Background: an optimization exercise with open tools, aiming at small area. Do not read the settings as production practice. Where RTL was checked, it was by simulation tests only, not by an equivalence proof against the original.

==> v27 <==
Design CORDIC_tanInv_sqrt, start of the top module:
module CORDIC_tanInv_sqrt(
    output [15:0] X0,
    output [15:0] Y0,
    output [15:0] Z0,
    input  [15:0] Xin,
    input  [15:0] Yin,
    input  [15:0] Zin,
    input  clk
);
Settings: LEC_CHECK=0, CAP_MARGIN=20, CORE_MARGIN=2, CORE_UTILIZATION=45, CTS_BUF_LIST=sky130_fd_sc_hd__clkbuf_4, SLEW_MARGIN=20; clock period 7.0 ns.
run.sh (not shown) runs the stock make flow with config.mk's settings and CLKGATE_MAP_FILE= SYNTH_SCRIPT=/design/flow/synth_recipe.tcl, a recipe that flattens the netlist after the stock synthesis.
==> v19 (differences from v27) <==
- CTS_BUF_LIST: sky130_fd_sc_hd__clkbuf_4 -> sky130_fd_sc_hd__clkbuf_16
- CTS_CLUSTER_DIAMETER: not set -> 60
- CTS_CLUSTER_SIZE: not set -> 30
==> v8 (differences from v27) <==
- CTS_BUF_LIST: sky130_fd_sc_hd__clkbuf_4 -> not set
==> run notes <==
| metric | v8 | v19 | v27 |
|---|---|---|---|
| Result of the run | finished clean | finished clean | finished clean |
| Share of the final layout cell area in sequential cells | 0.444 | 0.452 | 0.445 |
| M1 GR Usage | 0.117 | 0.118 | 0.111 |
| Logic depth of the worst path, buffers included | 17 | 19 | 19 |
| Wire length reported by the detailed router | 40700 um | 40100 um | 41600 um |
| Global-route track usage on met2 | 0.241 | 0.240 | 0.244 |
| Number of buffers added by the clock tree synthesis step | 88 | 55 | 209 |
| M1 WL | 14600 um | 14700 um | 14400 um |
| Slowest stage cell, crit path | sky130_fd_sc_hd__dfxtp_1 | sky130_fd_sc_hd__dfxtp_1 | sky130_fd_sc_hd__fa_1 |
| Via-per-instance ratio | 4.22 | 4.22 | 4.17 |
| Fraction of standard cell area in multi-input logic | 0.388 | 0.396 | 0.389 |
| Post-route insts no fill | 3401 | 3355 | 3629 |
| Filler Cell Count | 6136 | 6191 | 6298 |
| Setup ws final | 0.311 ns | 0.297 ns | 0.284 ns |
| Vias in the first global route | 16300 | 16000 | 17400 |
| Via count of the routed design | 14300 | 14200 | 15100 |
| Number of cell instances on the worst register-to-register path | 17 | 19 | 19 |
| Slew at the pin closest to its max-slew limit | 0.973 ns | 0.970 ns | 0.973 ns |
No functional check of the RTL was part of any run of this note.

---

==> trial 58: inputs <==
Another version of the RTL of CORDIC_tanInv_sqrt (not shown whole).
Design CORDIC_tanInv_sqrt, start of the top module:
module CORDIC_tanInv_sqrt(
    output [15:0] X0,
    output [15:0] Y0,
    output [15:0] Z0,
    input  [15:0] Xin,
    input  [15:0] Yin,
    input  [15:0] Zin,
    input  clk
);
export LEC_CHECK = 0
export CAP_MARGIN = 20
export CORE_MARGIN = 2
export CORE_UTILIZATION = 80
export SLEW_MARGIN = 20
export SYNTH_HIERARCHICAL = 1
create_clock -name core_clock -period 7.0 [get_ports {clk}]
standard.sh (not shown) runs the stock make flow with config.mk's settings and CLKGATE_MAP_FILE= SYNTH_SCRIPT=/design/flow/synth_recipe.tcl, a recipe that flattens the netlist after the stock synthesis.
==> flow/flow/run.sh <==
#!/bin/bash
# Own flow: the standard layout with the smallest buffer as the port buffer and
# a clock tree without dummy loads.
set -euo pipefail
bash standard.sh BUFFER_PORTS_ARGS="-buffer_cell sky130_fd_sc_hd__buf_1" \
  CTS_ARGS="-sink_clustering_enable -repair_clock_nets -buf_list sky130_fd_sc_hd__clkbuf_4 -sink_clustering_size 10 -sink_clustering_max_diameter 40 -dont_use_dummy_load" finish > standard_flow.log 2>&1
==> build 91 (differences from trial 58) <==
==> flow/flow/run.sh (replaced) <==
#!/bin/bash
# Own flow: the standard layout with the smallest buffer as the port buffer and
# a clock tree without dummy loads.
set -euo pipefail
bash standard.sh BUFFER_PORTS_ARGS="-buffer_cell sky130_fd_sc_hd__buf_1" \
  CTS_ARGS="-sink_clustering_enable -repair_clock_nets -buf_list sky130_fd_sc_hd__clkbuf_4 -sink_clustering_size 12 -sink_clustering_max_diameter 40 -dont_use_dummy_load" finish > standard_flow.log 2>&1
--- a/flow/config.mk
+++ b/flow/config.mk
@@ -8,5 +8,8 @@
 export CAP_MARGIN = 20
 export CORE_MARGIN = 2
-export CORE_UTILIZATION = 80
+export CORE_UTILIZATION = 45
+export CTS_BUF_LIST = sky130_fd_sc_hd__clkbuf_4
+export CTS_CLUSTER_DIAMETER = 40
+export CTS_CLUSTER_SIZE = 10
 export SLEW_MARGIN = 20
 export SYNTH_HIERARCHICAL = 1
==> comparison table <==
metric                                                                  build 91                 trial 58
Run status                                               complete, no violations  complete, no violations
1st-iter DRT viols                                                           225                      291
Final period demand of the worst path                                    6.78 ns                  6.82 ns
Final routed wire length divided by cell count                           13.5 um                  16.7 um
Share of the final layout cell area in sequential cells                    0.514                    0.523
Via count of the first global-routing pass                                14,500                   14,900
Vias per cell                                                               4.26                     4.98
Layout Cell Area excl Fill                                           32,600 um^2              32,000 um^2
Routed wire length on met2                                             21,700 um                23,600 um
Global-route track usage on met2                                           0.238                    0.445
Floorplan die height                                                      264 um                   199 um
Layout filler cell count                                                   5,816                    1,783
Overall via count from detail_route                                       12,300                   12,500
Cell Count Post-Placement                                                  2,779                    2,418
Chip width                                                                264 um                   199 um

==> separate check: timing with driven ports <==
The flow's constraints put no driver on any port. The routed layouts listed below were extracted and timed again, unchanged, in two steps.
Step 1 (the two cells are an assumption about what drives the block):
set clk [get_ports {clk}]
set_driving_cell -lib_cell sky130_fd_sc_hd__clkbuf_16 $clk
set_driving_cell -lib_cell sky130_fd_sc_hd__buf_2 [delete_from_list [all_inputs] $clk]
Step 2 also shifts input and output timing later by t, the mid clock arrival at the registers, as if the neighbouring blocks saw the same clock.
Slacks: no drivers / after step 1 / after step 2; pairs: no drivers / after step 1.
| run | t, ns | slack for setup (ns) | worst register clock-pin slew, ns |
|---|---|---|---|
| v27 | 1.040 | 0.284 / 0.284 / 0.284 | 0.07 / 0.07 |
| v19 | 0.678 | 0.297 / 0.297 / 0.297 | 0.10 / 0.10 |
| v8 | 0.673 | 0.311 / 0.311 / 0.311 | 0.06 / 0.06 |
| trial 58 | 0.837 | 0.175 / 0.175 / 0.175 | 0.10 / 0.10 |
| build 91 | 0.885 | 0.220 / 0.220 / 0.220 | 0.12 / 0.12 |
After both steps every run listed still meets setup and hold.
